What follows belongs to an exercise in optimizing a design on an open flow for small area; a production flow would make more cautious choices. Function was checked by simulation only, so behaviour that the tests miss may differ from the original. The flow treats the clock pin as an ideal source, which a real chip does not have. Power and IR drop assume default switching activity.

==> module buttons, before the edit <==
module buttons(input clk, input rst, input play, input loop, input left_button,
               input right_button, output loop_de, output left_de, output right_de,
               output reg play_pause);
    reg [2:0] loop_c, lb_c, rb_c;
    localparam [3:0] P8 = 4'b1000, P0 = 4'b1001, C8 = 4'b1111;
    reg [3:0] play_c;
    always @(posedge clk, posedge rst)
        if (rst) begin
            loop_c <= 3'd0; lb_c <= 3'd0; rb_c <= 3'd0;
            play_c <= 4'd0; play_pause <= 1'b0;
        end else begin
            loop_c <= loop ? {loop_c[1] & loop_c[0] | loop_c[2], loop_c[1] ^ loop_c[0] | (&loop_c), ~loop_c[0] | (&loop_c)} : 3'd0;
            lb_c <= left_button ? {lb_c[1] & lb_c[0] | lb_c[2], lb_c[1] ^ lb_c[0] | (&lb_c), ~lb_c[0] | (&lb_c)} : 3'd0;
            rb_c <= right_button ? {rb_c[1] & rb_c[0] | rb_c[2], rb_c[1] ^ rb_c[0] | (&rb_c), ~rb_c[0] | (&rb_c)} : 3'd0;
            if (play) begin
                if (!play_c[3])
                    play_c <= {&play_c[2:0], play_c[2] ^ (&play_c[1:0]), play_c[1] ^ play_c[0], ~play_c[0]};
                else if (play_c == P0)
                    play_c <= 4'd1;
                else
                    play_c <= C8;
            end else
                play_c <= (play_c == 4'd7) ? P0 : 4'd0;
            play_pause <= play_pause ^ (play_c[3] & ~play_c[2]);
        end
    assign loop_de  = &loop_c;
    assign left_de  = &lb_c;
    assign right_de = &rb_c;
endmodule
export LEC_CHECK = 0
export ABC_AREA = 1
export CAP_MARGIN = 5
export CORE_MARGIN = 2
export CORE_UTILIZATION = 40
export GPL_TIMING_DRIVEN = 0
export SLEW_MARGIN = 5
export SYNTH_HIERARCHICAL = 1
create_clock -name core_clock -period 150.0 [get_ports {clk}]
standard.sh (not shown) runs the stock make flow with config.mk's settings and CLKGATE_MAP_FILE= SYNTH_SCRIPT=/design/flow/synth_recipe.tcl, a recipe that flattens the netlist after the stock synthesis.
==> flow/flow/run.sh <==
#!/bin/bash
# Own layout flow: the standard ORFS flow (standard.sh) with
#  - a different ABC mapping script for the area-oriented synthesis
#    (flow/abc_area.script: &deepsyn, then repeated &dch/&nf area mapping),
#    and arithmetic left to ABC (no separate half/full adder mapping),
#  - port buffers made with the smallest buffer cell (buf_1),
#  - a clock tree of small buffers, without dummy loads, whose buffers are
#    then sized up where the flip-flop clock slew needs it (flow/cts_post.tcl).
# Registers, floorplan, power grid, tap cells, placement, routing and
# finishing are the standard flow's.  Every tool's output is kept in
# orfs/logs (ORFS's per-step logs) and in flow_make.log here.
set -euo pipefail
W=$(pwd)
S="$W/scripts_mod"
rm -rf "$S"
mkdir -p "$S"
cp -r "$FLOW_HOME/scripts/." "$S/"
cp "$W/flow/abc_area.script" "$S/abc_area.script"
bash "$W/standard.sh" \
  "SCRIPTS_DIR=$S" \
  "ADDER_MAP_FILE=" \
  "SYNTH_INSBUF=0" \
  "BUFFER_PORTS_ARGS=-buffer_cell sky130_fd_sc_hd__buf_1" \
  "CTS_ARGS=$(cat "$W/flow/cts_args")" \
  "POST_CTS_TCL=$W/flow/cts_post.tcl" \
  finish > "$W/flow_make.log" 2>&1
==> flow/flow/abc_area.script <==
&get -n
&st
&deepsyn -T 30
&dch -f
&nf -R 1000 -p
&st
&dch -f
&nf -R 1000 -p
&put
==> flow/flow/cts_args <==
-sink_clustering_enable -repair_clock_nets -dont_use_dummy_load -root_buf sky130_fd_sc_hd__clkbuf_4 -buf_list sky130_fd_sc_hd__clkbuf_2
==> flow/flow/cts_post.tcl <==
set clk_sizes {sky130_fd_sc_hd__clkbuf_1 sky130_fd_sc_hd__clkbuf_2 sky130_fd_sc_hd__clkbuf_4 sky130_fd_sc_hd__clkbuf_8 sky130_fd_sc_hd__clkbuf_16}
set clk_slew_lim 0.115
estimate_parasitics -placement
for {set iter 0} {$iter < 8} {incr iter} {
  set changed 0
  foreach inst [[ord::get_db_block] getInsts] {
    set idx [lsearch $clk_sizes [[$inst getMaster] getName]]
    if {$idx < 0 || $idx == [expr {[llength $clk_sizes] - 1}]} continue
    set net [[$inst findITerm X] getNet]
    if {$net == "NULL"} continue
    set w 0
    foreach it [$net getITerms] {
      if {[$it isInputSignal] || [[$it getMTerm] getName] == "CLK"} {
        set s [get_property [get_pins "[[$it getInst] getName]/[[$it getMTerm] getName]"] slew_max]
        if {$s > $w} {set w $s}
      }
    }
    if {$w > $clk_slew_lim} {
      replace_cell [$inst getName] [lindex $clk_sizes [expr {$idx + 1}]]
      incr changed
    }
  }
  estimate_parasitics -placement
  puts "clock buffer sizing pass $iter: $changed resized"
  if {$changed == 0} break
}
detailed_placement
check_placement -verbose
estimate_parasitics -placement
The first run finished with timing, DRC and antenna clean.
Edit:
--- a/flow/design.v
+++ b/flow/design.v
@@ -80,12 +80,12 @@
     reg [3:0] play_c;
     always @(posedge clk, posedge rst)
         if (rst) begin
-            loop_c <= 3'd0; lb_c <= 3'd0; rb_c <= 3'd0;
+            loop_c <= 3'b110; lb_c <= 3'b110; rb_c <= 3'b110;
             play_c <= 4'd0; play_pause <= 1'b0;
         end else begin
-            loop_c <= loop ? {loop_c[1] & loop_c[0] | loop_c[2], loop_c[1] ^ loop_c[0] | (&loop_c), ~loop_c[0] | (&loop_c)} : 3'd0;
-            lb_c <= left_button ? {lb_c[1] & lb_c[0] | lb_c[2], lb_c[1] ^ lb_c[0] | (&lb_c), ~lb_c[0] | (&lb_c)} : 3'd0;
-            rb_c <= right_button ? {rb_c[1] & rb_c[0] | rb_c[2], rb_c[1] ^ rb_c[0] | (&rb_c), ~rb_c[0] | (&rb_c)} : 3'd0;
+            loop_c <= loop ? {loop_c[1:0], loop_c[0] ? (loop_c[1] | loop_c[2]) : ~loop_c[2]} : 3'b110;
+            lb_c <= left_button ? {lb_c[1:0], lb_c[0] ? (lb_c[1] | lb_c[2]) : ~lb_c[2]} : 3'b110;
+            rb_c <= right_button ? {rb_c[1:0], rb_c[0] ? (rb_c[1] | rb_c[2]) : ~rb_c[2]} : 3'b110;
             if (play) begin
                 if (!play_c[3])
                     play_c <= {&play_c[2:0], play_c[2] ^ (&play_c[1:0]), play_c[1] ^ play_c[0], ~play_c[0]};
=> The new run completed with no timing, DRC or antenna violations. Wire length drops by 1.4%. Total power drops by 3.0%. Non-clock buffer count is unchanged. Synthesized area drops by 0.44%. Setup slack improves by 2.3 ns. Fmax climbs by 6.6%. Design area is about the same. Clock skew barely changes. Global-route usage drops by 0.53 points.

* * *

Another version of the RTL of music_top (not shown whole).
For scale: about 62 I/O pins, about 0.0084 mm^2 of cells after synthesis.
==> module audio_out, before the edit <==
module audio_out(input clk, input rst, input [12:0] tick, input frame_en, input sounding,
                 input is_am, input is_noise, input [15:0] am, input noise_clk, input note_clk,
                 input [2:0] volume, output audio_mclk, output audio_lrck, output audio_sck,
                 output audio_sdin);
    reg [3:0] top;
    always @(*) begin
        if (is_am)
            top = am[15:12];
        else if (is_noise)
            top = noise_clk ? 4'h6 : 4'hA;
        else case (volume)
            3'd1: top = note_clk ? 4'h1 : 4'hF;
            3'd2: top = note_clk ? 4'h2 : 4'hE;
            3'd3: top = note_clk ? 4'h4 : 4'hC;
            3'd4: top = note_clk ? 4'h5 : 4'hB;
            default: top = note_clk ? 4'h6 : 4'hA;
        endcase
    end
    reg [15:0] audio;
    reg am_cap, snd_cap;
    always @(posedge clk)
        if (frame_en) audio <= {top, am[11:0]};
    always @(posedge clk, posedge rst)
        if (rst) begin
            am_cap <= 1'b0; snd_cap <= 1'b0;
        end else if (frame_en) begin
            am_cap <= sounding & is_am; snd_cap <= sounding;
        end
    assign audio_mclk = tick[1];
    assign audio_lrck = tick[8];
    assign audio_sck = 1'b1;
    wire [15:0] audio_rev = {audio[1], audio[2], audio[3], audio[4], audio[5], audio[6],
                             audio[7], audio[8], audio[9], audio[10], audio[11], audio[12],
                             audio[13], audio[14], audio[15], audio[0]};
    wire low_bit = ~(tick[6] | tick[5] | tick[4]) | tick[7] | (tick[6] & (tick[5] | tick[4]));    
    assign audio_sdin = (low_bit ? am_cap : snd_cap) & audio_rev[tick[7:4]];
endmodule
clock: 150.0 ns
lec_check: 0
abc_area: 1
cap_margin: 20
core_margin: 2
core_utilization: 40
slew_margin: 20
==> flow/flow/run.sh <==
#!/bin/bash
# Own layout flow: the standard ORFS flow (standard.sh) with
#  - a different ABC mapping script for the area-oriented synthesis
#    (flow/abc_area.script: &deepsyn, then repeated &dch/&nf area mapping),
#    and arithmetic left to ABC (no separate half/full adder mapping),
#  - port buffers made with the smallest buffer cell (buf_1),
#  - a clock tree of small buffers, without dummy loads, whose buffers are
#    then sized up where the flip-flop clock slew needs it (flow/cts_post.tcl).
# Registers, floorplan, power grid, tap cells, placement, routing and
# finishing are the standard flow's.  Every tool's output is kept in
# orfs/logs (ORFS's per-step logs) and in flow_make.log here.
set -euo pipefail
W=$(pwd)
S="$W/scripts_mod"
rm -rf "$S"
mkdir -p "$S"
cp -r "$FLOW_HOME/scripts/." "$S/"
cp "$W/flow/abc_area.script" "$S/abc_area.script"
bash "$W/standard.sh" \
  "SCRIPTS_DIR=$S" \
  "ADDER_MAP_FILE=" \
  "BUFFER_PORTS_ARGS=-buffer_cell sky130_fd_sc_hd__buf_1" \
  "CTS_ARGS=$(cat "$W/flow/cts_args")" \
  "POST_CTS_TCL=$W/flow/cts_post.tcl" \
  finish > "$W/flow_make.log" 2>&1
Scripts as last shown in full above: flow/flow/abc_area.script, flow/flow/cts_args, flow/flow/cts_post.tcl
Then changed:
--- a/flow/design.v
+++ b/flow/design.v
@@ -77,24 +77,17 @@
                output reg play_pause);
     reg [2:0] loop_c, lb_c, rb_c;
-    localparam [3:0] P8 = 4'b1000, P0 = 4'b1001, C8 = 4'b1111;
     reg [3:0] play_c;
+    reg play_1p;
     always @(posedge clk, posedge rst)
         if (rst) begin
             loop_c <= 3'd0; lb_c <= 3'd0; rb_c <= 3'd0;
-            play_c <= 4'd0; play_pause <= 1'b0;
+            play_c <= 4'd0; play_1p <= 1'b0; play_pause <= 1'b0;
         end else begin
             loop_c <= loop ? {loop_c[1] & loop_c[0] | loop_c[2], loop_c[1] ^ loop_c[0] | (&loop_c), ~loop_c[0] | (&loop_c)} : 3'd0;
             lb_c <= left_button ? {lb_c[1] & lb_c[0] | lb_c[2], lb_c[1] ^ lb_c[0] | (&lb_c), ~lb_c[0] | (&lb_c)} : 3'd0;
             rb_c <= right_button ? {rb_c[1] & rb_c[0] | rb_c[2], rb_c[1] ^ rb_c[0] | (&rb_c), ~rb_c[0] | (&rb_c)} : 3'd0;
-            if (play) begin
-                if (!play_c[3])
-                    play_c <= {&play_c[2:0], play_c[2] ^ (&play_c[1:0]), play_c[1] ^ play_c[0], ~play_c[0]};
-                else if (play_c == P0)
-                    play_c <= 4'd1;
-                else
-                    play_c <= C8;
-            end else
-                play_c <= (play_c == 4'd7) ? P0 : 4'd0;
-            play_pause <= play_pause ^ (play_c[3] & ~play_c[2]);
+            play_c <= play ? (play_c[3] ? 4'd8 : {&play_c[2:0], play_c[2] ^ (&play_c[1:0]), play_c[1] ^ play_c[0], ~play_c[0]}) : 4'd0;
+            play_1p <= (play_c == 4'd7);
+            play_pause <= play_pause ^ play_1p;
         end
     assign loop_de  = &loop_c;
@@ -454,28 +447,27 @@
                  input [2:0] volume, output audio_mclk, output audio_lrck, output audio_sck,
                  output audio_sdin);
-    reg [3:0] top;
+    reg [15:0] sample;
     always @(*) begin
-        if (is_am)
-            top = am[15:12];
+        if (!sounding)
+            sample = 16'h0000;
+        else if (is_am)
+            sample = am;
         else if (is_noise)
-            top = noise_clk ? 4'h6 : 4'hA;
+            sample = noise_clk ? 16'h6000 : 16'hA000;
         else case (volume)
-            3'd1: top = note_clk ? 4'h1 : 4'hF;
-            3'd2: top = note_clk ? 4'h2 : 4'hE;
-            3'd3: top = note_clk ? 4'h4 : 4'hC;
-            3'd4: top = note_clk ? 4'h5 : 4'hB;
-            default: top = note_clk ? 4'h6 : 4'hA;
+            3'd1: sample = note_clk ? 16'h1000 : 16'hF000;
+            3'd2: sample = note_clk ? 16'h2000 : 16'hE000;
+            3'd3: sample = note_clk ? 16'h4000 : 16'hC000;
+            3'd4: sample = note_clk ? 16'h5000 : 16'hB000;
+            default: sample = note_clk ? 16'h6000 : 16'hA000;
         endcase
     end
     reg [15:0] audio;
-    reg am_cap, snd_cap;
+    reg audio_ok;
     always @(posedge clk)
-        if (frame_en) audio <= {top, am[11:0]};
+        if (frame_en) audio <= sample;
     always @(posedge clk, posedge rst)
-        if (rst) begin
-            am_cap <= 1'b0; snd_cap <= 1'b0;
-        end else if (frame_en) begin
-            am_cap <= sounding & is_am; snd_cap <= sounding;
-        end
+        if (rst) audio_ok <= 1'b0;
+        else if (frame_en) audio_ok <= 1'b1;
     assign audio_mclk = tick[1];
     assign audio_lrck = tick[8];
@@ -484,6 +476,5 @@
                              audio[7], audio[8], audio[9], audio[10], audio[11], audio[12],
                              audio[13], audio[14], audio[15], audio[0]};
-    wire low_bit = ~(tick[6] | tick[5] | tick[4]) | tick[7] | (tick[6] & (tick[5] | tick[4]));    
-    assign audio_sdin = (low_bit ? am_cap : snd_cap) & audio_rev[tick[7:4]];
+    assign audio_sdin = audio_ok & audio_rev[tick[7:4]];
 endmodule
 module display(input clk, input rst, input display_en, input [2:0] volume, input [1:0] octave,
Flip-flop and latch count is unchanged; final area fell by 0.30%; final cell count came out lower by 1.5%; global-route usage came out lower by 0.82 points; die area hardly moves; via count shrinks by 1.8%; non-clock buffer count falls by 2.

port drivers added, routing unchanged:
The results above use ideal ports. As a check the final layouts listed here were re-extracted and re-timed, cells and wires unchanged. Step 1: set_driving_cell puts a clkbuf_16 on clk and a buf_2 on each other input, an assumption about the parent block. Step 2 adds t to the input delays and takes it off the output delays; t is the mean of the earliest and latest rising clock arrival at the registers after step 1. Input paths then give back, and output paths get back, about the clock's delay inside the block. Slacks: no drivers / after step 1 / after step 2; pairs: no drivers / after step 1.
run | t, ns | setup WS [ns] | hold WS [ns] | worst setup path at the end | pins driven straight from the clock port
the first run of note 1 | 0.397 | 113.209 / 113.225 / 112.828 | 0.426 / 0.426 / 0.426 | input to register | 1
the second run of note 1 | 0.398 | 115.491 / 115.508 / 115.110 | 0.409 / 0.409 / 0.409 | input to register | 1
the first run of note 2 | 0.394 | 116.010 / 116.031 / 115.637 | 0.420 / 0.420 / 0.420 | input to register | 1
the second run of note 2 | 0.400 | 115.649 / 115.668 / 115.268 | 0.410 / 0.410 / 0.410 | input to register | 1
After both steps every run listed still meets setup and hold.
